This design comes from an exercise in tuning for small area and a short achievable clock period on the open sky130 flow, not from production work. The RTL was checked by simulation tests, not by an equivalence proof against the original design. Power is estimated from default activity; no workload was simulated.

**design/flow/flow/run.sh**
```bash
#!/bin/bash
# Layout flow: the standard layout (standard.sh), with buf_2 cells as the
# port buffers instead of the default choice. Everything else is unchanged.
set -eo pipefail
export BUFFER_PORTS_ARGS="-buffer_cell sky130_fd_sc_hd__buf_2"
bash standard.sh > standard.log 2>&1
```
**design/flow/standard.sh**
```bash
#!/bin/bash
# synth_recipe.tcl (not shown) runs the flow's synth.tcl, then flattens the netlist and writes it again
# the make line also repeats each setting of config.mk as NAME=value (left out here)
make -C /OpenROAD-flow-scripts/flow DESIGN_CONFIG=/design/flow/config.mk WORK_HOME=/design/flow/orfs CLKGATE_MAP_FILE= SYNTH_SCRIPT=/design/flow/synth_recipe.tcl "${@:-finish}"
```
**design/flow/config.mk**
```make
export PLATFORM = sky130hd
export DESIGN_NAME = mac
export DESIGN_NICKNAME = mac
export VERILOG_FILES = /design/flow/design.v
export SDC_FILE = /design/flow/constraint.sdc
export NUM_CORES = 4
export LEC_CHECK = 0
export CAP_MARGIN = 20
export CORE_MARGIN = 2
export CORE_UTILIZATION = 60
export CTS_BUF_LIST = sky130_fd_sc_hd__clkbuf_8 sky130_fd_sc_hd__clkbuf_16
export CTS_CLUSTER_DIAMETER = 80
export CTS_CLUSTER_SIZE = 30
export SETUP_SLACK_MARGIN = 4.2
export SLEW_MARGIN = 20
export SYNTH_HIERARCHICAL = 1
```
**design/flow/design.v**
```verilog
`timescale 1ns/1ps
module mac (
    input clk,
    input rst,
    input [15:0] a,
    input [15:0] b,
    input [31:0] acc_in,
    output [31:0] acc_out
);
reg [15:0] ar;
reg [7:0] one_r, two_r, neg_r;
reg b15r;
reg [98:0] t0;
reg [31:0] bs3;          
reg [6:0] bc3;           
reg [2:0] v;             
reg [31:0] t4;           
reg [6:0] g4;            
reg [31:0] s5;           
wire one_d0 = b[0] ^ 1'b0;
wire two_d0 = (b[1] & ~b[0] & ~1'b0) | (~b[1] & b[0] & 1'b0);
wire neg_d0 = b[1];
wire one0 = one_r[0];
wire two0 = two_r[0];
wire neg0 = neg_r[0];
wire one_d1 = b[2] ^ b[1];
wire two_d1 = (b[3] & ~b[2] & ~b[1]) | (~b[3] & b[2] & b[1]);
wire neg_d1 = b[3];
wire one1 = one_r[1];
wire two1 = two_r[1];
wire neg1 = neg_r[1];
wire one_d2 = b[4] ^ b[3];
wire two_d2 = (b[5] & ~b[4] & ~b[3]) | (~b[5] & b[4] & b[3]);
wire neg_d2 = b[5];
wire one2 = one_r[2];
wire two2 = two_r[2];
wire neg2 = neg_r[2];
wire one_d3 = b[6] ^ b[5];
wire two_d3 = (b[7] & ~b[6] & ~b[5]) | (~b[7] & b[6] & b[5]);
wire neg_d3 = b[7];
wire one3 = one_r[3];
wire two3 = two_r[3];
wire neg3 = neg_r[3];
wire one_d4 = b[8] ^ b[7];
wire two_d4 = (b[9] & ~b[8] & ~b[7]) | (~b[9] & b[8] & b[7]);
wire neg_d4 = b[9];
wire one4 = one_r[4];
wire two4 = two_r[4];
wire neg4 = neg_r[4];
wire one_d5 = b[10] ^ b[9];
wire two_d5 = (b[11] & ~b[10] & ~b[9]) | (~b[11] & b[10] & b[9]);
wire neg_d5 = b[11];
wire one5 = one_r[5];
wire two5 = two_r[5];
wire neg5 = neg_r[5];
wire one_d6 = b[12] ^ b[11];
wire two_d6 = (b[13] & ~b[12] & ~b[11]) | (~b[13] & b[12] & b[11]);
wire neg_d6 = b[13];
wire one6 = one_r[6];
wire two6 = two_r[6];
wire neg6 = neg_r[6];
wire one_d7 = b[14] ^ b[13];
wire two_d7 = (b[15] & ~b[14] & ~b[13]) | (~b[15] & b[14] & b[13]);
wire neg_d7 = b[15];
wire one7 = one_r[7];
wire two7 = two_r[7];
wire neg7 = neg_r[7];
wire pp0_0 = (one0 & ar[0]) ^ neg0;
wire pp0_1 = ((one0 & ar[1]) | (two0 & ar[0])) ^ neg0;
wire pp0_2 = ((one0 & ar[2]) | (two0 & ar[1])) ^ neg0;
wire pp0_3 = ((one0 & ar[3]) | (two0 & ar[2])) ^ neg0;
wire pp0_4 = ((one0 & ar[4]) | (two0 & ar[3])) ^ neg0;
wire pp0_5 = ((one0 & ar[5]) | (two0 & ar[4])) ^ neg0;
wire pp0_6 = ((one0 & ar[6]) | (two0 & ar[5])) ^ neg0;
wire pp0_7 = ((one0 & ar[7]) | (two0 & ar[6])) ^ neg0;
wire pp0_8 = ((one0 & ar[8]) | (two0 & ar[7])) ^ neg0;
wire pp0_9 = ((one0 & ar[9]) | (two0 & ar[8])) ^ neg0;
wire pp0_10 = ((one0 & ar[10]) | (two0 & ar[9])) ^ neg0;
wire pp0_11 = ((one0 & ar[11]) | (two0 & ar[10])) ^ neg0;
wire pp0_12 = ((one0 & ar[12]) | (two0 & ar[11])) ^ neg0;
wire pp0_13 = ((one0 & ar[13]) | (two0 & ar[12])) ^ neg0;
wire pp0_14 = ((one0 & ar[14]) | (two0 & ar[13])) ^ neg0;
wire pp0_15 = ((one0 & ar[15]) | (two0 & ar[14])) ^ neg0;
wire pp0_16 = (two0 & ar[15]) ^ neg0;
wire nsg0 = ~neg0;
wire pp1_0 = (one1 & ar[0]) ^ neg1;
wire pp1_1 = ((one1 & ar[1]) | (two1 & ar[0])) ^ neg1;
wire pp1_2 = ((one1 & ar[2]) | (two1 & ar[1])) ^ neg1;
wire pp1_3 = ((one1 & ar[3]) | (two1 & ar[2])) ^ neg1;
wire pp1_4 = ((one1 & ar[4]) | (two1 & ar[3])) ^ neg1;
wire pp1_5 = ((one1 & ar[5]) | (two1 & ar[4])) ^ neg1;
wire pp1_6 = ((one1 & ar[6]) | (two1 & ar[5])) ^ neg1;
wire pp1_7 = ((one1 & ar[7]) | (two1 & ar[6])) ^ neg1;
wire pp1_8 = ((one1 & ar[8]) | (two1 & ar[7])) ^ neg1;
wire pp1_9 = ((one1 & ar[9]) | (two1 & ar[8])) ^ neg1;
wire pp1_10 = ((one1 & ar[10]) | (two1 & ar[9])) ^ neg1;
wire pp1_11 = ((one1 & ar[11]) | (two1 & ar[10])) ^ neg1;
wire pp1_12 = ((one1 & ar[12]) | (two1 & ar[11])) ^ neg1;
wire pp1_13 = ((one1 & ar[13]) | (two1 & ar[12])) ^ neg1;
wire pp1_14 = ((one1 & ar[14]) | (two1 & ar[13])) ^ neg1;
wire pp1_15 = ((one1 & ar[15]) | (two1 & ar[14])) ^ neg1;
wire pp1_16 = (two1 & ar[15]) ^ neg1;
wire nsg1 = ~neg1;
wire pp2_0 = (one2 & ar[0]) ^ neg2;
wire pp2_1 = ((one2 & ar[1]) | (two2 & ar[0])) ^ neg2;
wire pp2_2 = ((one2 & ar[2]) | (two2 & ar[1])) ^ neg2;
wire pp2_3 = ((one2 & ar[3]) | (two2 & ar[2])) ^ neg2;
wire pp2_4 = ((one2 & ar[4]) | (two2 & ar[3])) ^ neg2;
wire pp2_5 = ((one2 & ar[5]) | (two2 & ar[4])) ^ neg2;
wire pp2_6 = ((one2 & ar[6]) | (two2 & ar[5])) ^ neg2;
wire pp2_7 = ((one2 & ar[7]) | (two2 & ar[6])) ^ neg2;
wire pp2_8 = ((one2 & ar[8]) | (two2 & ar[7])) ^ neg2;
wire pp2_9 = ((one2 & ar[9]) | (two2 & ar[8])) ^ neg2;
wire pp2_10 = ((one2 & ar[10]) | (two2 & ar[9])) ^ neg2;
wire pp2_11 = ((one2 & ar[11]) | (two2 & ar[10])) ^ neg2;
wire pp2_12 = ((one2 & ar[12]) | (two2 & ar[11])) ^ neg2;
wire pp2_13 = ((one2 & ar[13]) | (two2 & ar[12])) ^ neg2;
wire pp2_14 = ((one2 & ar[14]) | (two2 & ar[13])) ^ neg2;
wire pp2_15 = ((one2 & ar[15]) | (two2 & ar[14])) ^ neg2;
wire pp2_16 = (two2 & ar[15]) ^ neg2;
wire nsg2 = ~neg2;
wire pp3_0 = (one3 & ar[0]) ^ neg3;
wire pp3_1 = ((one3 & ar[1]) | (two3 & ar[0])) ^ neg3;
wire pp3_2 = ((one3 & ar[2]) | (two3 & ar[1])) ^ neg3;
wire pp3_3 = ((one3 & ar[3]) | (two3 & ar[2])) ^ neg3;
wire pp3_4 = ((one3 & ar[4]) | (two3 & ar[3])) ^ neg3;
wire pp3_5 = ((one3 & ar[5]) | (two3 & ar[4])) ^ neg3;
wire pp3_6 = ((one3 & ar[6]) | (two3 & ar[5])) ^ neg3;
wire pp3_7 = ((one3 & ar[7]) | (two3 & ar[6])) ^ neg3;
wire pp3_8 = ((one3 & ar[8]) | (two3 & ar[7])) ^ neg3;
wire pp3_9 = ((one3 & ar[9]) | (two3 & ar[8])) ^ neg3;
wire pp3_10 = ((one3 & ar[10]) | (two3 & ar[9])) ^ neg3;
wire pp3_11 = ((one3 & ar[11]) | (two3 & ar[10])) ^ neg3;
wire pp3_12 = ((one3 & ar[12]) | (two3 & ar[11])) ^ neg3;
wire pp3_13 = ((one3 & ar[13]) | (two3 & ar[12])) ^ neg3;
wire pp3_14 = ((one3 & ar[14]) | (two3 & ar[13])) ^ neg3;
wire pp3_15 = ((one3 & ar[15]) | (two3 & ar[14])) ^ neg3;
wire pp3_16 = (two3 & ar[15]) ^ neg3;
wire nsg3 = ~neg3;
wire pp4_0 = (one4 & ar[0]) ^ neg4;
wire pp4_1 = ((one4 & ar[1]) | (two4 & ar[0])) ^ neg4;
wire pp4_2 = ((one4 & ar[2]) | (two4 & ar[1])) ^ neg4;
wire pp4_3 = ((one4 & ar[3]) | (two4 & ar[2])) ^ neg4;
wire pp4_4 = ((one4 & ar[4]) | (two4 & ar[3])) ^ neg4;
wire pp4_5 = ((one4 & ar[5]) | (two4 & ar[4])) ^ neg4;
wire pp4_6 = ((one4 & ar[6]) | (two4 & ar[5])) ^ neg4;
wire pp4_7 = ((one4 & ar[7]) | (two4 & ar[6])) ^ neg4;
wire pp4_8 = ((one4 & ar[8]) | (two4 & ar[7])) ^ neg4;
wire pp4_9 = ((one4 & ar[9]) | (two4 & ar[8])) ^ neg4;
wire pp4_10 = ((one4 & ar[10]) | (two4 & ar[9])) ^ neg4;
wire pp4_11 = ((one4 & ar[11]) | (two4 & ar[10])) ^ neg4;
wire pp4_12 = ((one4 & ar[12]) | (two4 & ar[11])) ^ neg4;
wire pp4_13 = ((one4 & ar[13]) | (two4 & ar[12])) ^ neg4;
wire pp4_14 = ((one4 & ar[14]) | (two4 & ar[13])) ^ neg4;
wire pp4_15 = ((one4 & ar[15]) | (two4 & ar[14])) ^ neg4;
wire pp4_16 = (two4 & ar[15]) ^ neg4;
wire nsg4 = ~neg4;
wire pp5_0 = (one5 & ar[0]) ^ neg5;
wire pp5_1 = ((one5 & ar[1]) | (two5 & ar[0])) ^ neg5;
wire pp5_2 = ((one5 & ar[2]) | (two5 & ar[1])) ^ neg5;
wire pp5_3 = ((one5 & ar[3]) | (two5 & ar[2])) ^ neg5;
wire pp5_4 = ((one5 & ar[4]) | (two5 & ar[3])) ^ neg5;
wire pp5_5 = ((one5 & ar[5]) | (two5 & ar[4])) ^ neg5;
wire pp5_6 = ((one5 & ar[6]) | (two5 & ar[5])) ^ neg5;
wire pp5_7 = ((one5 & ar[7]) | (two5 & ar[6])) ^ neg5;
wire pp5_8 = ((one5 & ar[8]) | (two5 & ar[7])) ^ neg5;
wire pp5_9 = ((one5 & ar[9]) | (two5 & ar[8])) ^ neg5;
wire pp5_10 = ((one5 & ar[10]) | (two5 & ar[9])) ^ neg5;
wire pp5_11 = ((one5 & ar[11]) | (two5 & ar[10])) ^ neg5;
wire pp5_12 = ((one5 & ar[12]) | (two5 & ar[11])) ^ neg5;
wire pp5_13 = ((one5 & ar[13]) | (two5 & ar[12])) ^ neg5;
wire pp5_14 = ((one5 & ar[14]) | (two5 & ar[13])) ^ neg5;
wire pp5_15 = ((one5 & ar[15]) | (two5 & ar[14])) ^ neg5;
wire pp5_16 = (two5 & ar[15]) ^ neg5;
wire nsg5 = ~neg5;
wire pp6_0 = (one6 & ar[0]) ^ neg6;
wire pp6_1 = ((one6 & ar[1]) | (two6 & ar[0])) ^ neg6;
wire pp6_2 = ((one6 & ar[2]) | (two6 & ar[1])) ^ neg6;
wire pp6_3 = ((one6 & ar[3]) | (two6 & ar[2])) ^ neg6;
wire pp6_4 = ((one6 & ar[4]) | (two6 & ar[3])) ^ neg6;
wire pp6_5 = ((one6 & ar[5]) | (two6 & ar[4])) ^ neg6;
wire pp6_6 = ((one6 & ar[6]) | (two6 & ar[5])) ^ neg6;
wire pp6_7 = ((one6 & ar[7]) | (two6 & ar[6])) ^ neg6;
wire pp6_8 = ((one6 & ar[8]) | (two6 & ar[7])) ^ neg6;
wire pp6_9 = ((one6 & ar[9]) | (two6 & ar[8])) ^ neg6;
wire pp6_10 = ((one6 & ar[10]) | (two6 & ar[9])) ^ neg6;
wire pp6_11 = ((one6 & ar[11]) | (two6 & ar[10])) ^ neg6;
wire pp6_12 = ((one6 & ar[12]) | (two6 & ar[11])) ^ neg6;
wire pp6_13 = ((one6 & ar[13]) | (two6 & ar[12])) ^ neg6;
wire pp6_14 = ((one6 & ar[14]) | (two6 & ar[13])) ^ neg6;
wire pp6_15 = ((one6 & ar[15]) | (two6 & ar[14])) ^ neg6;
wire pp6_16 = (two6 & ar[15]) ^ neg6;
wire nsg6 = ~neg6;
wire pp7_0 = (one7 & ar[0]) ^ neg7;
wire pp7_1 = ((one7 & ar[1]) | (two7 & ar[0])) ^ neg7;
wire pp7_2 = ((one7 & ar[2]) | (two7 & ar[1])) ^ neg7;
wire pp7_3 = ((one7 & ar[3]) | (two7 & ar[2])) ^ neg7;
wire pp7_4 = ((one7 & ar[4]) | (two7 & ar[3])) ^ neg7;
wire pp7_5 = ((one7 & ar[5]) | (two7 & ar[4])) ^ neg7;
wire pp7_6 = ((one7 & ar[6]) | (two7 & ar[5])) ^ neg7;
wire pp7_7 = ((one7 & ar[7]) | (two7 & ar[6])) ^ neg7;
wire pp7_8 = ((one7 & ar[8]) | (two7 & ar[7])) ^ neg7;
wire pp7_9 = ((one7 & ar[9]) | (two7 & ar[8])) ^ neg7;
wire pp7_10 = ((one7 & ar[10]) | (two7 & ar[9])) ^ neg7;
wire pp7_11 = ((one7 & ar[11]) | (two7 & ar[10])) ^ neg7;
wire pp7_12 = ((one7 & ar[12]) | (two7 & ar[11])) ^ neg7;
wire pp7_13 = ((one7 & ar[13]) | (two7 & ar[12])) ^ neg7;
wire pp7_14 = ((one7 & ar[14]) | (two7 & ar[13])) ^ neg7;
wire pp7_15 = ((one7 & ar[15]) | (two7 & ar[14])) ^ neg7;
wire pp7_16 = (two7 & ar[15]) ^ neg7;
wire nsg7 = ~neg7;
wire pp8_0 = ar[0] & b15r;
wire pp8_1 = ar[1] & b15r;
wire pp8_2 = ar[2] & b15r;
wire pp8_3 = ar[3] & b15r;
wire pp8_4 = ar[4] & b15r;
wire pp8_5 = ar[5] & b15r;
wire pp8_6 = ar[6] & b15r;
wire pp8_7 = ar[7] & b15r;
wire pp8_8 = ar[8] & b15r;
wire pp8_9 = ar[9] & b15r;
wire pp8_10 = ar[10] & b15r;
wire pp8_11 = ar[11] & b15r;
wire pp8_12 = ar[12] & b15r;
wire pp8_13 = ar[13] & b15r;
wire pp8_14 = ar[14] & b15r;
wire pp8_15 = ar[15] & b15r;
wire s_1, c_2;
fa us_1 (.a(neg5), .b(pp0_10), .c(pp1_8), .s(s_1), .co(c_2));
wire s_3, c_4;
fa us_3 (.a(pp0_11), .b(pp1_9), .c(pp2_7), .s(s_3), .co(c_4));
wire s_5, c_6;
fa us_5 (.a(neg6), .b(pp0_12), .c(pp1_10), .s(s_5), .co(c_6));
wire s_7, c_8;
fa us_7 (.a(pp2_8), .b(pp3_6), .c(pp4_4), .s(s_7), .co(c_8));
wire s_9, c_10;
fa us_9 (.a(pp0_13), .b(pp1_11), .c(pp2_9), .s(s_9), .co(c_10));
wire s_11, c_12;
fa us_11 (.a(pp3_7), .b(pp4_5), .c(pp5_3), .s(s_11), .co(c_12));
wire s_13, c_14;
fa us_13 (.a(neg7), .b(pp0_14), .c(pp1_12), .s(s_13), .co(c_14));
wire s_15, c_16;
fa us_15 (.a(pp2_10), .b(pp3_8), .c(pp4_6), .s(s_15), .co(c_16));
wire s_17, c_18;
fa us_17 (.a(pp5_4), .b(pp6_2), .c(pp7_0), .s(s_17), .co(c_18));
wire s_19, c_20;
fa us_19 (.a(pp0_15), .b(pp1_13), .c(pp2_11), .s(s_19), .co(c_20));
wire s_21, c_22;
fa us_21 (.a(pp3_9), .b(pp4_7), .c(pp5_5), .s(s_21), .co(c_22));
wire s_23, c_24;
ha us_23 (.a(pp6_3), .b(pp7_1), .s(s_23), .co(c_24));
wire s_25, c_26;
fa us_25 (.a(pp8_0), .b(pp0_16), .c(pp1_14), .s(s_25), .co(c_26));
wire s_27, c_28;
fa us_27 (.a(pp2_12), .b(pp3_10), .c(pp4_8), .s(s_27), .co(c_28));
wire s_29, c_30;
fa us_29 (.a(pp5_6), .b(pp6_4), .c(pp7_2), .s(s_29), .co(c_30));
wire s_31, c_32;
fa us_31 (.a(neg0), .b(pp8_1), .c(pp1_15), .s(s_31), .co(c_32));
wire s_33, c_34;
fa us_33 (.a(pp2_13), .b(pp3_11), .c(pp4_9), .s(s_33), .co(c_34));
wire s_35, c_36;
fa us_35 (.a(pp5_7), .b(pp6_5), .c(pp7_3), .s(s_35), .co(c_36));
wire s_37, c_38;
fa us_37 (.a(neg0), .b(pp8_2), .c(pp1_16), .s(s_37), .co(c_38));
wire s_39, c_40;
fa us_39 (.a(pp2_14), .b(pp3_12), .c(pp4_10), .s(s_39), .co(c_40));
wire s_41, c_42;
fa us_41 (.a(pp5_8), .b(pp6_6), .c(pp7_4), .s(s_41), .co(c_42));
wire s_43, c_44;
fa us_43 (.a(nsg1), .b(nsg0), .c(pp8_3), .s(s_43), .co(c_44));
wire s_45, c_46;
fa us_45 (.a(pp2_15), .b(pp3_13), .c(pp4_11), .s(s_45), .co(c_46));
wire s_47, c_48;
fa us_47 (.a(pp5_9), .b(pp6_7), .c(pp7_5), .s(s_47), .co(c_48));
wire s_49 = ~(pp8_4 ^ pp2_16);
wire c_50 = pp8_4 | pp2_16;
wire s_51, c_52;
fa us_51 (.a(pp3_14), .b(pp4_12), .c(pp5_10), .s(s_51), .co(c_52));
wire s_53, c_54;
ha us_53 (.a(pp6_8), .b(pp7_6), .s(s_53), .co(c_54));
wire s_55, c_56;
fa us_55 (.a(nsg2), .b(pp8_5), .c(pp3_15), .s(s_55), .co(c_56));
wire s_57, c_58;
fa us_57 (.a(pp4_13), .b(pp5_11), .c(pp6_9), .s(s_57), .co(c_58));
wire s_59 = ~(pp8_6 ^ pp3_16);
wire c_60 = pp8_6 | pp3_16;
wire s_61, c_62;
fa us_61 (.a(pp4_14), .b(pp5_12), .c(pp6_10), .s(s_61), .co(c_62));
wire s_63, c_64;
fa us_63 (.a(nsg3), .b(pp8_7), .c(pp4_15), .s(s_63), .co(c_64));
wire s_65 = ~(pp8_8 ^ pp4_16);
wire c_66 = pp8_8 | pp4_16;
wire s_67, c_68;
fa us_67 (.a(neg3), .b(pp0_6), .c(pp1_4), .s(s_67), .co(c_68));
wire s_69, c_70;
fa us_69 (.a(pp0_7), .b(pp1_5), .c(pp2_3), .s(s_69), .co(c_70));
wire s_71, c_72;
fa us_71 (.a(neg4), .b(pp0_8), .c(pp1_6), .s(s_71), .co(c_72));
wire s_73, c_74;
fa us_73 (.a(pp2_4), .b(pp3_2), .c(pp4_0), .s(s_73), .co(c_74));
wire s_75, c_76;
fa us_75 (.a(pp0_9), .b(pp1_7), .c(pp2_5), .s(s_75), .co(c_76));
wire s_77, c_78;
ha us_77 (.a(pp3_3), .b(pp4_1), .s(s_77), .co(c_78));
wire s_79, c_80;
fa us_79 (.a(pp2_6), .b(pp3_4), .c(pp4_2), .s(s_79), .co(c_80));
wire s_81, c_82;
ha us_81 (.a(pp5_0), .b(s_1), .s(s_81), .co(c_82));
wire s_83, c_84;
fa us_83 (.a(pp3_5), .b(pp4_3), .c(pp5_1), .s(s_83), .co(c_84));
wire s_85, c_86;
ha us_85 (.a(c_2), .b(s_3), .s(s_85), .co(c_86));
wire s_87, c_88;
fa us_87 (.a(pp5_2), .b(pp6_0), .c(c_4), .s(s_87), .co(c_88));
wire s_89, c_90;
ha us_89 (.a(s_5), .b(s_7), .s(s_89), .co(c_90));
wire s_91, c_92;
fa us_91 (.a(pp6_1), .b(c_6), .c(c_8), .s(s_91), .co(c_92));
wire s_93, c_94;
ha us_93 (.a(s_9), .b(s_11), .s(s_93), .co(c_94));
wire s_95, c_96;
fa us_95 (.a(c_10), .b(c_12), .c(s_13), .s(s_95), .co(c_96));
wire s_97, c_98;
ha us_97 (.a(s_15), .b(s_17), .s(s_97), .co(c_98));
wire s_99, c_100;
fa us_99 (.a(s_23), .b(c_14), .c(c_16), .s(s_99), .co(c_100));
wire s_101, c_102;
fa us_101 (.a(c_18), .b(s_19), .c(s_21), .s(s_101), .co(c_102));
wire s_103, c_104;
fa us_103 (.a(c_24), .b(c_20), .c(c_22), .s(s_103), .co(c_104));
wire s_105, c_106;
fa us_105 (.a(s_25), .b(s_27), .c(s_29), .s(s_105), .co(c_106));
wire s_107, c_108;
fa us_107 (.a(c_26), .b(c_28), .c(c_30), .s(s_107), .co(c_108));
wire s_109, c_110;
fa us_109 (.a(s_31), .b(s_33), .c(s_35), .s(s_109), .co(c_110));
wire s_111, c_112;
fa us_111 (.a(c_32), .b(c_34), .c(c_36), .s(s_111), .co(c_112));
wire s_113, c_114;
fa us_113 (.a(s_37), .b(s_39), .c(s_41), .s(s_113), .co(c_114));
wire s_115, c_116;
fa us_115 (.a(s_43), .b(c_38), .c(c_40), .s(s_115), .co(c_116));
wire s_117, c_118;
fa us_117 (.a(c_42), .b(s_45), .c(s_47), .s(s_117), .co(c_118));
wire s_119, c_120;
fa us_119 (.a(c_44), .b(s_49), .c(s_53), .s(s_119), .co(c_120));
wire s_121, c_122;
fa us_121 (.a(c_46), .b(c_48), .c(s_51), .s(s_121), .co(c_122));
wire s_123, c_124;
fa us_123 (.a(pp7_7), .b(c_50), .c(c_54), .s(s_123), .co(c_124));
wire s_125, c_126;
fa us_125 (.a(c_52), .b(s_55), .c(s_57), .s(s_125), .co(c_126));
wire s_127, c_128;
fa us_127 (.a(pp7_8), .b(s_59), .c(c_56), .s(s_127), .co(c_128));
wire s_129, c_130;
ha us_129 (.a(c_58), .b(s_61), .s(s_129), .co(c_130));
wire s_131, c_132;
fa us_131 (.a(pp5_13), .b(pp6_11), .c(pp7_9), .s(s_131), .co(c_132));
wire s_133, c_134;
fa us_133 (.a(c_60), .b(c_62), .c(s_63), .s(s_133), .co(c_134));
wire s_135, c_136;
fa us_135 (.a(pp5_14), .b(pp6_12), .c(pp7_10), .s(s_135), .co(c_136));
wire s_137, c_138;
ha us_137 (.a(s_65), .b(c_64), .s(s_137), .co(c_138));
wire s_139, c_140;
fa us_139 (.a(nsg4), .b(pp8_9), .c(pp5_15), .s(s_139), .co(c_140));
wire s_141, c_142;
fa us_141 (.a(pp6_13), .b(pp7_11), .c(c_66), .s(s_141), .co(c_142));
wire s_143 = ~(pp8_10 ^ pp5_16);
wire c_144 = pp8_10 | pp5_16;
wire s_145, c_146;
ha us_145 (.a(pp6_14), .b(pp7_12), .s(s_145), .co(c_146));
wire s_147, c_148;
fa us_147 (.a(nsg5), .b(pp8_11), .c(pp6_15), .s(s_147), .co(c_148));
wire s_149 = ~(pp8_12 ^ pp6_16);
wire c_150 = pp8_12 | pp6_16;
wire s_151, c_152;
fa us_151 (.a(neg1), .b(pp0_2), .c(pp1_0), .s(s_151), .co(c_152));
wire s_153, c_154;
fa us_153 (.a(neg2), .b(pp0_4), .c(pp1_2), .s(s_153), .co(c_154));
wire s_155, c_156;
fa us_155 (.a(pp0_5), .b(pp1_3), .c(pp2_1), .s(s_155), .co(c_156));
wire s_157, c_158;
fa us_157 (.a(pp2_2), .b(pp3_0), .c(c_156), .s(s_157), .co(c_158));
wire s_159, c_160;
fa us_159 (.a(pp3_1), .b(c_68), .c(s_69), .s(s_159), .co(c_160));
wire s_161, c_162;
fa us_161 (.a(pp7_13), .b(c_144), .c(c_146), .s(s_161), .co(c_162));
wire s_163, c_164;
fa us_163 (.a(nsg6), .b(pp8_13), .c(pp7_15), .s(s_163), .co(c_164));
wire s_165 = ~(pp8_14 ^ pp7_16);
wire c_166 = pp8_14 | pp7_16;
wire s_167, c_168;
fa us_167 (.a(nsg7), .b(pp8_15), .c(c_166), .s(s_167), .co(c_168));
wire s_169, c_170;
fa us_169 (.a(pp0_3), .b(pp1_1), .c(c_152), .s(s_169), .co(c_170));
wire s_171, c_172;
fa us_171 (.a(s_143), .b(s_145), .c(c_140), .s(s_171), .co(c_172));
wire s_173, c_174;
fa us_173 (.a(pp7_14), .b(s_149), .c(c_148), .s(s_173), .co(c_174));
wire s_175, c_176;
fa us_175 (.a(t0[14]), .b(t0[15]), .c(t0[16]), .s(s_175), .co(c_176));
wire s_177, c_178;
fa us_177 (.a(t0[18]), .b(t0[19]), .c(t0[20]), .s(s_177), .co(c_178));
wire s_179, c_180;
fa us_179 (.a(t0[22]), .b(t0[23]), .c(t0[24]), .s(s_179), .co(c_180));
wire s_181, c_182;
fa us_181 (.a(t0[26]), .b(t0[27]), .c(t0[28]), .s(s_181), .co(c_182));
wire s_183, c_184;
fa us_183 (.a(t0[30]), .b(t0[31]), .c(t0[32]), .s(s_183), .co(c_184));
wire s_185, c_186;
fa us_185 (.a(t0[34]), .b(t0[35]), .c(t0[36]), .s(s_185), .co(c_186));
wire s_187, c_188;
fa us_187 (.a(t0[38]), .b(t0[39]), .c(t0[40]), .s(s_187), .co(c_188));
wire s_189, c_190;
fa us_189 (.a(t0[42]), .b(t0[43]), .c(t0[44]), .s(s_189), .co(c_190));
wire s_191, c_192;
fa us_191 (.a(t0[46]), .b(t0[47]), .c(t0[48]), .s(s_191), .co(c_192));
wire s_193, c_194;
fa us_193 (.a(t0[50]), .b(t0[51]), .c(t0[52]), .s(s_193), .co(c_194));
wire s_195, c_196;
fa us_195 (.a(t0[54]), .b(t0[55]), .c(t0[56]), .s(s_195), .co(c_196));
wire s_197, c_198;
fa us_197 (.a(t0[58]), .b(t0[59]), .c(t0[60]), .s(s_197), .co(c_198));
wire s_199, c_200;
fa us_199 (.a(t0[62]), .b(t0[63]), .c(t0[64]), .s(s_199), .co(c_200));
wire s_201, c_202;
fa us_201 (.a(t0[66]), .b(t0[67]), .c(t0[68]), .s(s_201), .co(c_202));
wire s_203, c_204;
fa us_203 (.a(t0[70]), .b(t0[71]), .c(t0[72]), .s(s_203), .co(c_204));
wire s_205, c_206;
fa us_205 (.a(t0[74]), .b(t0[75]), .c(t0[76]), .s(s_205), .co(c_206));
wire s_207, c_208;
fa us_207 (.a(t0[78]), .b(t0[79]), .c(t0[80]), .s(s_207), .co(c_208));
wire s_209, c_210;
fa us_209 (.a(t0[82]), .b(t0[83]), .c(t0[84]), .s(s_209), .co(c_210));
wire s_211, c_212;
fa us_211 (.a(t0[5]), .b(t0[6]), .c(t0[7]), .s(s_211), .co(c_212));
wire s_213, c_214;
ha us_213 (.a(t0[8]), .b(t0[9]), .s(s_213), .co(c_214));
wire s_215, c_216;
ha us_215 (.a(t0[10]), .b(t0[11]), .s(s_215), .co(c_216));
wire s_217, c_218;
ha us_217 (.a(t0[12]), .b(t0[13]), .s(s_217), .co(c_218));
wire s_219, c_220;
ha us_219 (.a(t0[17]), .b(s_175), .s(s_219), .co(c_220));
wire s_221, c_222;
fa us_221 (.a(t0[21]), .b(c_176), .c(s_177), .s(s_221), .co(c_222));
wire s_223, c_224;
fa us_223 (.a(t0[25]), .b(c_178), .c(s_179), .s(s_223), .co(c_224));
wire s_225, c_226;
fa us_225 (.a(t0[29]), .b(c_180), .c(s_181), .s(s_225), .co(c_226));
wire s_227, c_228;
fa us_227 (.a(t0[33]), .b(c_182), .c(s_183), .s(s_227), .co(c_228));
wire s_229, c_230;
fa us_229 (.a(t0[37]), .b(c_184), .c(s_185), .s(s_229), .co(c_230));
wire s_231, c_232;
fa us_231 (.a(t0[41]), .b(c_186), .c(s_187), .s(s_231), .co(c_232));
wire s_233, c_234;
fa us_233 (.a(t0[45]), .b(c_188), .c(s_189), .s(s_233), .co(c_234));
wire s_235, c_236;
fa us_235 (.a(t0[49]), .b(c_190), .c(s_191), .s(s_235), .co(c_236));
wire s_237, c_238;
fa us_237 (.a(t0[53]), .b(c_192), .c(s_193), .s(s_237), .co(c_238));
wire s_239, c_240;
fa us_239 (.a(t0[57]), .b(c_194), .c(s_195), .s(s_239), .co(c_240));
wire s_241, c_242;
fa us_241 (.a(t0[61]), .b(c_196), .c(s_197), .s(s_241), .co(c_242));
wire s_243, c_244;
fa us_243 (.a(t0[65]), .b(c_198), .c(s_199), .s(s_243), .co(c_244));
wire s_245, c_246;
fa us_245 (.a(t0[69]), .b(c_200), .c(s_201), .s(s_245), .co(c_246));
wire s_247, c_248;
fa us_247 (.a(t0[73]), .b(c_202), .c(s_203), .s(s_247), .co(c_248));
wire s_249, c_250;
fa us_249 (.a(t0[77]), .b(c_204), .c(s_205), .s(s_249), .co(c_250));
wire s_251, c_252;
fa us_251 (.a(t0[81]), .b(c_206), .c(s_207), .s(s_251), .co(c_252));
wire s_253, c_254;
fa us_253 (.a(t0[85]), .b(c_208), .c(s_209), .s(s_253), .co(c_254));
wire s_255, c_256;
fa us_255 (.a(t0[86]), .b(t0[87]), .c(c_210), .s(s_255), .co(c_256));
wire s_257, c_258;
fa us_257 (.a(t0[88]), .b(t0[89]), .c(t0[90]), .s(s_257), .co(c_258));
wire s_259, c_260;
ha us_259 (.a(t0[91]), .b(t0[92]), .s(s_259), .co(c_260));
wire s_261, c_262;
fa us_261 (.a(t0[93]), .b(t0[94]), .c(t0[95]), .s(s_261), .co(c_262));
wire s_263, c_264;
ha us_263 (.a(t0[96]), .b(t0[97]), .s(s_263), .co(c_264));
wire [31:0] row0 = {c_264, c_262, c_260, c_258, c_256, c_254, c_252, c_250, c_248, c_246, c_244, c_242, c_240, c_238, c_236, c_234, c_232, c_230, c_228, c_226, c_224, c_222, c_220, c_218, c_216, c_214, c_212, s_211, t0[4], t0[3], t0[2], t0[0]};
wire [31:0] row1 = {t0[98], s_263, s_261, s_259, s_257, s_255, s_253, s_251, s_249, s_247, s_245, s_243, s_241, s_239, s_237, s_235, s_233, s_231, s_229, s_227, s_225, s_223, s_221, s_219, s_217, s_215, s_213, 1'b0, 1'b0, 1'b0, 1'b0, t0[1]};
wire [4:0] cs_0 = {1'b0, row0[3:0]} + {1'b0, row1[3:0]};
wire [4:0] cs_1 = {1'b0, row0[7:4]} + {1'b0, row1[7:4]};
wire [4:0] cs_2 = {1'b0, row0[11:8]} + {1'b0, row1[11:8]};
wire [4:0] cs_3 = {1'b0, row0[15:12]} + {1'b0, row1[15:12]};
wire [4:0] cs_4 = {1'b0, row0[19:16]} + {1'b0, row1[19:16]};
wire [4:0] cs_5 = {1'b0, row0[23:20]} + {1'b0, row1[23:20]};
wire [4:0] cs_6 = {1'b0, row0[27:24]} + {1'b0, row1[27:24]};
wire [4:0] cs_7 = {1'b0, row0[31:28]} + {1'b0, row1[31:28]};
wire [31:0] bs_d = {cs_7[3:0], cs_6[3:0], cs_5[3:0], cs_4[3:0], cs_3[3:0], cs_2[3:0], cs_1[3:0], cs_0[3:0]};
wire [6:0] bc_d = {cs_6[4], cs_5[4], cs_4[4], cs_3[4], cs_2[4], cs_1[4], cs_0[4]};
wire [31:0] xg = bs3 & {32{v[2]}};
wire [6:0] cg = bc3 & {7{v[2]}};
wire [4:0] bs_0 = {1'b0, xg[3:0]} + {1'b0, acc_in[3:0]};
wire [4:0] bs_1 = {1'b0, xg[7:4]} + {1'b0, acc_in[7:4]} + {4'd0, cg[0]};
wire [4:0] bs_2 = {1'b0, xg[11:8]} + {1'b0, acc_in[11:8]} + {4'd0, cg[1]};
wire [4:0] bs_3 = {1'b0, xg[15:12]} + {1'b0, acc_in[15:12]} + {4'd0, cg[2]};
wire [4:0] bs_4 = {1'b0, xg[19:16]} + {1'b0, acc_in[19:16]} + {4'd0, cg[3]};
wire [4:0] bs_5 = {1'b0, xg[23:20]} + {1'b0, acc_in[23:20]} + {4'd0, cg[4]};
wire [4:0] bs_6 = {1'b0, xg[27:24]} + {1'b0, acc_in[27:24]} + {4'd0, cg[5]};
wire [4:0] bs_7 = {1'b0, xg[31:28]} + {1'b0, acc_in[31:28]} + {4'd0, cg[6]};
wire [31:0] gsp = {1'b0, 1'b0, 1'b0, g4[6], 1'b0, 1'b0, 1'b0, g4[5], 1'b0, 1'b0, 1'b0, g4[4], 1'b0, 1'b0, 1'b0, g4[3], 1'b0, 1'b0, 1'b0, g4[2], 1'b0, 1'b0, 1'b0, g4[1], 1'b0, 1'b0, 1'b0, g4[0], 1'b0, 1'b0, 1'b0, 1'b0};
wire [31:0] sum = t4 + gsp;
always @(posedge clk) begin
    ar <= a;
    one_r <= {one_d7, one_d6, one_d5, one_d4, one_d3, one_d2, one_d1, one_d0};
    two_r <= {two_d7, two_d6, two_d5, two_d4, two_d3, two_d2, two_d1, two_d0};
    neg_r <= {neg_d7, neg_d6, neg_d5, neg_d4, neg_d3, neg_d2, neg_d1, neg_d0};
    b15r <= b[15];
    t0 <= {s_167, s_165, c_164, c_174, s_163, c_150, s_173, c_162, c_172, s_161, s_147, s_171, c_142, s_141, s_139, c_138, c_136, s_137, s_135, c_134, c_132, s_133, s_131, c_130, c_128, s_129, s_127, c_126, c_124, s_125, s_123, c_122, c_120, s_121, s_119, c_118, c_116, s_117, s_115, c_114, c_112, s_113, s_111, c_110, c_108, s_109, s_107, c_106, c_104, s_105, s_103, c_102, c_100, s_101, s_99, c_98, c_96, s_97, s_95, c_94, c_92, s_93, s_91, c_90, c_88, s_89, s_87, c_86, c_84, s_85, s_83, c_82, c_80, s_81, s_79, c_78, c_76, s_77, s_75, c_74, c_72, c_160, s_73, s_71, c_70, s_159, c_158, s_157, s_67, s_155, c_154, c_170, s_153, pp2_0, s_169, s_151, pp0_1, pp0_0, neg0};
    bs3 <= bs_d;
    bc3 <= bc_d;
end
always @(posedge clk or posedge rst) begin
  if (rst) v <= 3'd0;
  else v <= {v[1:0], 1'b1};
end
always @(posedge clk or posedge rst) begin
  if (rst) begin
    t4 <= 32'd0; g4 <= 7'd0; s5 <= 32'd0;
  end else begin
    t4 <= {bs_7[3:0], bs_6[3:0], bs_5[3:0], bs_4[3:0], bs_3[3:0], bs_2[3:0], bs_1[3:0], bs_0[3:0]};
    g4 <= {bs_6[4], bs_5[4], bs_4[4], bs_3[4], bs_2[4], bs_1[4], bs_0[4]};
    s5 <= sum;
  end
end
assign acc_out = s5;
endmodule
module fa (input a, input b, input c, output s, output co);
  assign s = a ^ b ^ c;
  assign co = (a & b) | (a & c) | (b & c);
endmodule
module ha (input a, input b, output s, output co);
  assign s = a ^ b;
  assign co = a & b;
endmodule
module x2 (input a, input b, output y);
  assign y = a ^ b;
endmodule
module han (input an, input bn, output sn, output con);
  assign sn = ~(an ^ bn);
  assign con = an | bn;
endmodule
```
**design/flow/constraint.sdc**
```tcl
create_clock -name core_clock -period 6.5 [get_ports {clk}]
set_input_delay 1.3000 -clock core_clock [delete_from_list [all_inputs] [get_ports {clk}]]
set_output_delay 1.3000 -clock core_clock [all_outputs]
set_load 0.01 [all_outputs]
```
==> summary.txt, run 1 <==
clock sinks=252; Leakage=6.48 nW; placer congestion estimate=0.869; CP top delay family=adder cells; Hold Path Stages=0; Max IR drop VDD=~0.0003 V; Final Util=0.663; largest area contributor in the netlist=dfxtp_1; dpl cell area=about 14000 µm²; largest net degree at the start of global routing=75; CP Class=reg2reg; crit path max fanout=2; DRC=0; register area share after synthesis=0.397; Fillers=1801; Global Route Usage Sum=0.224; total CTS buffers=14; timing startpoint of the critical path=t0[30]$_DFF_P_; Post-Layout Inst Area=14900 µm²; synthesized area=13600 µm²; TritonCTS clock tree=built; I/O pins=98; Layout Cells excl Fill=1499; Worst R2R Path Depth=6; Final Hold Viols=0; Final setup viols=0; worst-case clock buffer depth=3; Post-synth top flop=dfxtp_1; post-DP HPWL=18300 µm; ANT nets after route=0; drt via density=5.46; Synthesized Nets=between 1000 and 1500; most common cell in the netlist=dfxtp_1; fraction of registers with async set/reset=0.294; syn avg cell area=roughly 12 µm²; Clock Skew=0.0204 ns; fin crit period=2.30 ns; port buffer count=97; Routed WL=about 26000 µm; synth-to-layout area growth=9.42%; Initial Util=0.606; Cells after Synth=~1200; critical path arrival=2.69 ns; #FFs+latches synth=252; H-tree depth=1; Rel. slew slack=0.421; Skew-Pair Late Insertion Delay=roughly 0.50 ns; Root Buffer=clkbuf_16; Die X-Extent=155 µm; die area=about 24000 µm²; Final Slew Violations=0; part of the cycle the worst path needs=0.354; Reg-to-Reg Start=t0[30]$_DFF_P_; initial antenna violation count=0; status=no timing/DRC/antenna violations; RSZ-0062 raised after global routing=yes; Hold WC Path Type=reg2reg; Pwr Density=roughly 470 nW/µm²; FP Rows=55; Die Y=between 150 and 200 µm; Worst-path clk slew=0.10 ns; placed cells=1471; critical path depth in cells=6; CP startpoint kind=register; WP data required=6.90 ns; ant diodes=0; Synth top cells by count=dfxtp_1 (178), xnor2_1 (177), fa_1 (131); routed length per instance=17.3 µm; DR vias=8190; Netlist cell types=46; Worst Path Buf+Inv=0; 1st-pass router iterations=7; area share of the leading cell type in the synthesized netlist=0.261; Nets=1486; slowest CP cell=fa_1; Setup Total Neg Slack=0 ns; share of layout cells above drive strength 1=0.166; reg2reg end=bc3[3]$_DFF_P_; Synth warnings=7; CP endpoint=bc3[3]$_DFF_P_; Slew @ Worst Pin=about 0.87 ns; f_max=435 MHz; Core Box Area=22500 µm²; First DRT Iteration DRCs=about 530; max-cap viol count=0; slowest cell delay on critical path=0.54 ns; CP Capture Type=register; vias in the first global route=8235; total power=0.00694 W; EDFF count, synth=0; GRT overflow=0; reg2reg setup slack=4.20 ns; top post-synthesis cells by area=dfxtp_1 (26%), fa_1 (19%), dfrtp_1 (14%); Hold Buf Count CTS=0; worst path cell trace=fa_1 -> fa_1 -> ha_2 -> fa_2 -> a21o_1 -> a21o_1; first-pass GRT wire length=about 43000 µm
## placed cells by master, fill, tap and decap left out, drive strengths merged, types with 19 or more instances in the layout
cell	count
xnor2	177
o21ai	20
dfxtp	178
a22oi	120
nand2	51
xor2	23
a21o	26
inv	75
fa	131
buf	107
and2	29
a21oi	19
ha	83
dfrtp	74
## area by class of cell
type / count / area (µm²) / share of cell area
Multi-Input combinational cell: 758 / 7670 / 0.514
Timing Repair Buffer: 107 / 561 / 0.0376
Clock inverter: 6 / 111 / 0.00746
Clock buffer: 18 / 439 / 0.0294
Sequential cell: 252 / 5460 / 0.366
Inverter: 73 / 323 / 0.0216
Tap cell: 285 / 357 / 0.0239
## per-module statistics from Yosys (local to each module, per instance)
module | flops+latches | cells inside | copies in the design
mac | 252 | 1044 | 1
fa | 0 | 1 | 109
ha | 0 | 1 | 17
## kinds of logic (layout without fill, tap and decap cells)
| family | after synthesis | after routing | share of synthesized area |
|---|---|---|---|
| fa+ha+maj | 214 | 214 | 0.269 |
| buf+inv | 160 | 204 | 0.0447 |
| xor+xnor | 200 | 200 | 0.128 |
| simple gates | 142 | 142 | 0.0555 |
| flops | 252 | 252 | 0.397 |
| other cells | 1 | 1 | 0.000275 |
| mux | 1 | 1 | 0.000734 |
| compound gates | 200 | 200 | 0.105 |
## what timing repair did
action | in CTS | in global routing
resized for setup | 32 | 15
setup endpoints to repair | 89 | 66
pin swaps | 0 | 1
setup buffers | 0 | 4
## power breakdown
part / switching [W] / internal [W]
registers: 0.000360 / 0.00221
clock network: 0.000530 / 0.000545
logic: 0.00159 / 0.00171
## per-layer routing
| metal | up-vias | global-route usage | share of wire |
|---|---|---|---|
| met5 | - | 0 | 0 |
| met4 | 0 | 0.0573 | 0.017 |
| met3 | 38 | 0.0258 | 0.061 |
| met2 | 298 | 0.345 | 0.43 |
| met1 | 3954 | 0.340 | 0.49 |
| li1 | 3900 | - | - |
## metrics by stage
| step | hold slack [ns] | setup slack (ns) |
|---|---|---|
| 6_report | 0.356 | 4.20 |
| 5_1_grt | 0.363 | 4.13 |
| 4_1_cts | 0.361 | 4.17 |
| 3_5_place_dp | 0.336 | 3.91 |
| 3_3_place_gp | 0.332 | 3.95 |
| 2_1_floorplan | 0.331 | 4.14 |
## how the worst min path moves through the flow
stage	startpoint	endpoint	slack, ns
2_1_floorplan	t4[0]$_DFF_PP0_	s5[0]$_DFF_PP0_	0.33
3_3_place_gp	t4[0]$_DFF_PP0_	s5[0]$_DFF_PP0_	0.33
3_5_place_dp	t4[0]$_DFF_PP0_	s5[0]$_DFF_PP0_	0.34
4_1_cts	t4[0]$_DFF_PP0_	s5[0]$_DFF_PP0_	0.36
5_1_grt	t4[2]$_DFF_PP0_	s5[2]$_DFF_PP0_	0.36
6_report	t4[0]$_DFF_PP0_	s5[0]$_DFF_PP0_	0.36
## sequential cells by signal, summed over array words and instances, names as in the netlist, 8 cells and up
name,flops
bs3,32
ar,16
s5,32
neg_r,8
t0,99
one_r,8
t4,32
two_r,8
==> run 2: changes to the inputs <==
--- a/design/flow/config.mk
+++ b/design/flow/config.mk
@@ -9,5 +9,4 @@
 export CORE_MARGIN = 2
 export CORE_UTILIZATION = 60
-export CTS_BUF_LIST = sky130_fd_sc_hd__clkbuf_8 sky130_fd_sc_hd__clkbuf_16
 export CTS_CLUSTER_DIAMETER = 80
 export CTS_CLUSTER_SIZE = 30
==> summary.txt, run 2 <==
Hold Path Stages=0 (unchanged); Skew-Pair Late Insertion Delay=0.50 ns (about the same); first-pass GRT wire length=42900 µm (unchanged); placer congestion estimate=0.869 (unchanged); P_int=0.00446 W (about the same); #FFs+latches synth=252 (unchanged); mux share of post-synthesis cell area=0.000734 (unchanged); worst path cell trace=fa_1 -> fa_1 -> ha_2 -> fa_2 -> a21o_1 -> a21o_1 (unchanged); Setup Total Neg Slack=0 ns (unchanged); I/O pins=98 (unchanged); CP startpoint kind=register (unchanged); reg2reg end=bc3[3]$_DFF_P_ (unchanged); Cells after Synth=1170 (unchanged); Netlist cell types=46 (unchanged); dpl cell area=14300 µm² (unchanged); Worst R2R Path Depth=6 (unchanged); slowest CP cell=fa_1 (unchanged); Initial Util=0.606 (unchanged); Fillers=1801 (unchanged); Reg with most FFs=t0 (unchanged); FP Rows=55 (unchanged); DP Worst Slack=3.91 ns (unchanged); Post-Layout Inst Area=14900 µm² (unchanged); die area=23900 µm² (unchanged); vias in the first global route=8235 (unchanged); CP Capture Type=register (unchanged); syn avg cell area=11.7 µm² (unchanged); Global Route Usage Sum=0.224 (unchanged); Clk pwr share=0.155 (about the same); synthesized area=13600 µm² (unchanged); f_max=435 MHz (about the same); part of the cycle the worst path needs=0.354 (about the same); XOR/XNOR Fraction of Synth Area=0.128 (unchanged); drt via density=5.45 (was 5.46); post-DP HPWL=18300 µm (unchanged); Root Buffer=clkbuf_16 (unchanged); ANT nets after route=0 (unchanged); H-tree depth=1 (unchanged); Clock Skew=0.0204 ns (unchanged); routed length per instance=17.3 µm (about the same); crit path max fanout=2 (unchanged); port buffer count=97 (unchanged); 1st-pass router iterations=7 (unchanged); GRT overflow=0 (unchanged); most common cell in the netlist=dfxtp_1 (unchanged); First DRT Iteration DRCs=527 (unchanged); DR vias=8177 (was 8190); Routed WL=25900 µm (about the same); Core Box Area=22500 µm² (unchanged); Logic pwr share=0.475 (was 0.476); ant diodes=0 (unchanged); Leakage=6.48 nW (about the same); area share of the leading cell type in the synthesized netlist=0.261 (unchanged); Final Slew Violations=0 (unchanged); status=no timing/DRC/antenna violations (unchanged); Die Y=155 µm (unchanged); switch share=0.358 (about the same); Final setup viols=0 (unchanged); Post-synth top flop=dfxtp_1 (unchanged); register area share after synthesis=0.397 (unchanged); share of layout cells above drive strength 1=0.166 (unchanged); top post-synthesis cells by area=dfxtp_1 (26%), fa_1 (19%), dfrtp_1 (14%) (unchanged); Hold WC Path Type=reg2reg (unchanged); Rel. slew slack=0.420 (was 0.421); TritonCTS clock tree=built (unchanged); reg2reg setup slack=4.20 ns (about the same); final setup margin=4.20 ns (about the same); Reg area=5460 µm² (unchanged); largest family of logic cells by synthesized area=adder cells (unchanged); Reg-to-Reg Start=t0[30]$_DFF_P_ (unchanged); Die X-Extent=155 µm (unchanged); adder-cell share of the synthesized area=0.269 (unchanged); synth-to-layout area growth=9.42% (unchanged); fraction of registers with async set/reset=0.294 (unchanged); max reg flops=99 (unchanged); Max IR drop VDD=0.000303 V (about the same); RSZ-0062 raised after global routing=yes (unchanged); largest area contributor in the netlist=dfxtp_1 (unchanged); EDFF count, synth=0 (unchanged); Worst-path clk slew=0.10 ns (about the same); initial antenna violation count=0 (unchanged); worst-case clock buffer depth=3 (unchanged); Nets=1486 (unchanged); Synth warnings=7 (unchanged); WP data required=6.90 ns (about the same); hold endpoint=s5[0]$_DFF_PP0_ (unchanged); max-cap viol count=0 (unchanged); Synthesized Nets=1450 (unchanged); clock sinks=252 (unchanged); most common cell after layout, fill and taps aside=xnor2_1 (unchanged); Compound-Gate Fraction of Synth Area=0.105 (unchanged); Pwr Density=466 nW/µm² (was 465 nW/µm²); critical path arrival=2.69 ns (about the same); Final Hold Viols=0 (unchanged); slowest cell delay on critical path=0.54 ns (about the same); most frequent cells in the layout=xnor2_1 (177), dfxtp_1 (142), a22oi_1 (120) (unchanged); switching pwr=0.00248 W (about the same); Flop pwr share=0.369 (about the same); Min Hold Slack=0.356 ns (about the same); area of the multi-input gates=7670 µm² (unchanged); total CTS buffers=14 (unchanged); fin crit period=2.30 ns (about the same); Slew @ Worst Pin=0.869 ns (about the same); DRC=0 (unchanged); Synth Area in Simple Gates=0.0555 (unchanged); CP Class=reg2reg (unchanged); Synth top cells by count=dfxtp_1 (178), xnor2_1 (177), fa_1 (131) (unchanged); min-delay src=t4[0]$_DFF_PP0_ (unchanged); largest net degree at the start of global routing=75 (unchanged)
run 2: per-layer routing:
metal / global-route usage / vias up / part of all wire
met3: 0.0258 / 38 / 0.059
li1: - / 3900 / -
met4: 0.0573 / 0 / 0.017
met2: 0.345 / 288 / 0.43
met5: 0 / - / 0
met1: 0.340 / 3951 / 0.49
run 2: power groups by stage:
stage / logic [W] / registers, W / clock network (W)
6_report: 0.00330 / 0.00257 / 0.00108
5_1_grt: 0.00384 / 0.00264 / 0.00117
4_1_cts: 0.00328 / 0.00256 / 0.00111
3_5_place_dp: 0.00321 / 0.00260 / 0
3_3_place_gp: 0.00311 / 0.00259 / 0
2_1_floorplan: 0.00246 / 0.00251 / 0
run 2: kinds of logic (layout without fill, tap and decap cells):
group           count (synthesis)  after routing
fa+ha+maj                     214            214
simple gates                  142            142
xor+xnor                      200            200
compound gates                200            200
flops                         252            252
other cells                     1              1
mux                             1              1
buf+inv                       160            204
run 2: metrics by stage:
| stage | total power, W | instances | util |
|---|---|---|---|
| finish | 0.00695 | 1499 | 0.663 |
| floorplan | 0.00497 | 1170 | - |
| detailed placement | 0.00581 | 1471 | 0.634 |
| CTS | 0.00695 | 1495 | 0.661 |
| global route | 0.00765 | 1499 | 0.663 |
| global placement | 0.00570 | 1471 | 0.634 |
run 2: timing repair:
item                                    4_1_cts  5_1_grt
endpoints found under the setup margin       89       66
pin swaps                                     0        1
cloned                                        0        0
hold buffers                                  0        0
endpoints found under the hold margin         0        0
buffers inserted                              0        4
gates resized for setup                      32       15
run 2: worst max-delay path, delay by kind of cell, from the launching register on:
| kind | cells | cell delay [ns] |
|---|---|---|
| adder cells (fa/ha/maj) | 4 | 1.51 |
| flip-flops | 1 | 0.34 |
| AO/OA/AOI/OAI | 2 | 0.34 |
run 2: modules after synthesis (local to each module, per instance):
| module | flops+latches | cell area [µm²] | copies in the design | cells |
|---|---|---|---|---|
| mac | 252 | 11200 | 1 | 1044 |
| ha | 0 | 12.5 | 17 | 1 |
| fa | 0 | 20.0 | 109 | 1 |
run 2: cell type report:
cell class / instances / share of cell area
Multi-Input combinational cell: 758 / 0.514
Inverter: 73 / 0.0216
Clock inverter: 5 / 0.00721
Clock buffer: 19 / 0.0297
Timing Repair Buffer: 107 / 0.0376
Sequential cell: 252 / 0.366
Tap cell: 285 / 0.0239
run 2: worst max path at each step:
stage	from	slack, ns	to
after global placement	acc_in[8]	3.95	g4[2]$_DFF_PP0_
final	t0[30]$_DFF_P_	4.20	bc3[3]$_DFF_P_
after floorplan	acc_in[12]	4.14	t4[13]$_DFF_PP0_
after global routing	t0[78]$_DFF_P_	4.13	bc3[6]$_DFF_P_
after detailed placement	acc_in[20]	3.91	g4[5]$_DFF_PP0_
after CTS	s5[10]$_DFF_PP0_	4.17	acc_out[10]
==> run 3: changes to the inputs <==
--- a/design/flow/config.mk
+++ b/design/flow/config.mk
@@ -8,5 +8,5 @@
 export CAP_MARGIN = 20
 export CORE_MARGIN = 2
-export CORE_UTILIZATION = 60
+export CORE_UTILIZATION = 70
 export CTS_CLUSTER_DIAMETER = 80
 export CTS_CLUSTER_SIZE = 30
==> summary.txt, run 3 <==
status=no timing/DRC/antenna violations (unchanged); Die Y=144 µm (was 155 µm); TritonCTS clock tree=built (unchanged); max-cap viol count=0 (unchanged); RSZ-0062 raised after global routing=yes (unchanged); slowest CP cell=fa_1 (unchanged); Final Util=0.772 (was 0.663); fin crit period=2.31 ns (was 2.30 ns); DRC=0 (unchanged); register area share after synthesis=0.397 (unchanged); Hold Buf Count CTS=0 (unchanged); Core Box Area=19300 µm² (was 22500 µm²); Rel. slew slack=0.434 (was 0.420); Die X-Extent=144 µm (was 155 µm); Synth top cells by count=dfxtp_1 (178), xnor2_1 (177), fa_1 (131) (unchanged); timing startpoint of the critical path=t0[46]$_DFF_P_ (was t0[30]$_DFF_P_); routed length per instance=17.7 µm (was 17.3 µm); CP Capture Type=register (unchanged); CP startpoint kind=register (unchanged); vias in the first global route=8736 (was 8235); Final setup viols=0 (unchanged); port buffer count=97 (unchanged); EDFF count, synth=0 (unchanged); CP Class=reg2reg (unchanged); part of the cycle the worst path needs=0.355 (was 0.354); Skew-Pair Late Insertion Delay=0.50 ns (about the same); worst path cell trace=fa_1 -> fa_1 -> ha_2 -> fa_2 -> a21o_1 -> a21o_1 (unchanged); Reg with most FFs=t0 (unchanged); Synth warnings=7 (unchanged); die area=20600 µm² (was 23900 µm²); synth-to-layout area growth=9.14% (was 9.42%); drt via density=5.79 (was 5.45); Leakage=6.46 nW (was 6.48 nW); GRT overflow=0 (unchanged); Root Buffer=clkbuf_16 (unchanged); 1st-pass router iterations=6 (was 7); Hold WC Path Type=reg2reg (unchanged); I/O pins=98 (unchanged); Netlist cell types=46 (unchanged); Worst-path clk slew=0.10 ns (about the same); H-tree depth=1 (unchanged); post-DP HPWL=18400 µm (was 18300 µm); syn avg cell area=11.7 µm² (unchanged); Slew @ Worst Pin=0.849 ns (was 0.869 ns); Max IR drop VDD=0.000255 V (was 0.000303 V); #FFs+latches synth=252 (unchanged); clock sinks=252 (unchanged); reg2reg setup slack=4.19 ns (was 4.20 ns); fraction of registers with async set/reset=0.294 (unchanged); f_max=433 MHz (was 435 MHz); FP Rows=51 (was 55); Reg-to-Reg Start=t0[46]$_DFF_P_ (was t0[30]$_DFF_P_); crit path max fanout=2 (unchanged); Clock Skew=0.0294 ns (was 0.0204 ns); Final Hold Viols=0 (unchanged); Initial Util=0.708 (was 0.606); Fillers=1314 (was 1801); max reg flops=99 (unchanged); ANT nets after route=0 (unchanged); Synthesized Nets=1450 (unchanged); most common cell in the netlist=dfxtp_1 (unchanged); total CTS buffers=14 (unchanged); Nets=1484 (was 1486); Routed WL=26100 µm (was 25900 µm); min-delay src=t4[2]$_DFF_PP0_ (was t4[0]$_DFF_PP0_); most common cell after layout, fill and taps aside=xnor2_1 (unchanged); Post-synth top flop=dfxtp_1 (unchanged); critical path arrival=2.68 ns (was 2.69 ns); first-pass GRT wire length=43000 µm (was 42900 µm); DR vias=8554 (was 8177); Global Route Usage Sum=0.264 (was 0.224); share of layout cells above drive strength 1=0.170 (was 0.166); Cells after Synth=1170 (unchanged); ant diodes=0 (unchanged); initial antenna violation count=0 (unchanged); Setup Total Neg Slack=0 ns (unchanged); WP data required=6.87 ns (was 6.90 ns); largest net degree at the start of global routing=75 (unchanged); area share of the leading cell type in the synthesized netlist=0.261 (unchanged); First DRT Iteration DRCs=747 (was 527); most frequent cells in the layout=xnor2_1 (177), dfxtp_1 (139), a22oi_1 (120) (was xnor2_1 (177), dfxtp_1 (142), a22oi_1 (120)); largest area contributor in the netlist=dfxtp_1 (unchanged); Final Slew Violations=0 (unchanged); worst-case clock buffer depth=3 (unchanged); synthesized area=13600 µm² (unchanged); Pwr Density=469 nW/µm² (was 466 nW/µm²); Min Hold Slack=0.356 ns (about the same); top post-synthesis cells by area=dfxtp_1 (26%), fa_1 (19%), dfrtp_1 (14%) (unchanged); placer congestion estimate=0.911 (was 0.869); slowest cell delay on critical path=0.54 ns (about the same)
## run 3: changes by cell type in the layout (fill, tap and decap cells not counted), moves of 2 or more
| cell | change |
|---|---|
| inv_8 | +2 |
| clkbuf_16 | -2 |
| a21oi_2 | +3 |
| buf_2 | -8 |
| dfxtp_1 | -3 |
| a21oi_1 | -3 |
| clkinv_16 | -2 |
| dfxtp_2 | +3 |
| buf_6 | +8 |
| buf_4 | -2 |
| clkinv_4 | +2 |
## run 3: worst paths after layout
path                                   end  depth (start not counted)
hold / removal             s5[2]$_DFF_PP0_                          0
setup / recovery            bc3[4]$_DFF_P_                          6
setup reg to reg            bc3[4]$_DFF_P_                          6
max in group asynchronous   v[2]$_DFF_PP0_                          3
hold reg to reg            s5[2]$_DFF_PP0_                          0
min in group asynchronous  s5[0]$_DFF_PP0_                          3
## run 3: power by group
group | internal (W) | total, W | switching, W
sequential | 0.00221 | 0.00259 | 0.000378
combinational | 0.00174 | 0.00338 | 0.00164
clock | 0.000486 | 0.00101 | 0.000523
## run 3: Yosys stat by module, one instance, submodules excluded
| module | flip-flops and latches | cell area [µm²] | cells | times used |
|---|---|---|---|---|
| fa | 0 | 20.0 | 1 | 109 |
| ha | 0 | 12.5 | 1 | 17 |
| mac | 252 | 11200 | 1044 | 1 |
## run 3: timing repair
item,4_1_cts,5_1_grt
pin swaps,0,5
gates resized for setup,34,29
endpoints found under the setup margin,64,73
buffers inserted,0,3
## run 3: per-stage QoR
stage / power (W) / instance area, µm² / cells / setup slack, ns
floorplan: 0.00497 / 13700 / 1170 / 4.14
global placement: 0.00564 / 14200 / 1450 / 3.95
detailed placement: 0.00584 / 14200 / 1450 / 3.91
CTS: 0.00690 / 14800 / 1474 / 4.18
global route: 0.00766 / 14900 / 1477 / 4.12
finish: 0.00698 / 14900 / 1477 / 4.19
## run 3: worst max-delay path, delay by kind of cell, from the launching register on
family                     cells  cell delay [ns]
adders and majority gates      4             1.50
DFF                            1             0.34
AOI/OAI and AO/OA              2             0.34
## run 3: metal layers
layer | global-route usage | part of all wire | vias up
li1 | - | - | 3907
met1 | 0.371 | 0.43 | 4198
met2 | 0.431 | 0.46 | 389
met3 | 0.0523 | 0.086 | 60
met4 | 0.0578 | 0.021 | 0
met5 | 0 | 0 | -
## run 3: area by class of cell
type / instances / area, µm² / share of cell area
flip-flops and latches: 252 / 5470 / 0.367
clock inverters: 7 / 98.8 / 0.00664
well taps: 265 / 332 / 0.0223
inverters: 73 / 323 / 0.0217
clock buffers: 17 / 383 / 0.0257
repair buffers: 105 / 596 / 0.0400
multi-input cells: 758 / 7680 / 0.516
## run 3: logic make-up (layout without fill, tap and decap cells)
kind of cell               Yosys count  count (layout)  synth area share
muxes                                1               1          0.000734
DFF                                252             252             0.397
and+or+nand+nor                    142             142            0.0555
buffers and inverters              160             202            0.0447
other                                1               1          0.000275
AOI/OAI and AO/OA                  200             200             0.105
xor gates and xnor gates           200             200             0.128
adders and majority gates          214             214             0.269

re-timing with driven ports:
The flow's constraints put no driver on any port. The routed layouts listed below were extracted and timed again, unchanged, in two steps. Step 1 sets driving cells, clkbuf_16 on the clock port and buf_2 on the other inputs (assumed; they add their load-dependent delay and slew). Step 2, shift: input delay + t, output delay - t, t = (earliest + latest rising clock arrival at the registers) / 2. This alone moves slack from input paths to output paths. Slacks: ideal / step 1 / step 2; pairs: ideal / step 1.
run | t (ns) | slack for setup (ns) | clock arrival spread, ns | cell pins on the clock port's net
run 1 | 0.532 | 4.201 / 4.166 / 3.913 | 0.020 / 0.021 | 1
run 2 | 0.532 | 4.201 / 4.167 / 3.913 | 0.020 / 0.021 | 1
run 3 | 0.526 | 4.192 / 4.164 / 3.893 | 0.032 / 0.031 | 1
After both steps every run listed still meets setup and hold. The setup slack of run 3, which loses most, moves by -0.028 ns with the drivers and by -0.299 ns with both steps.
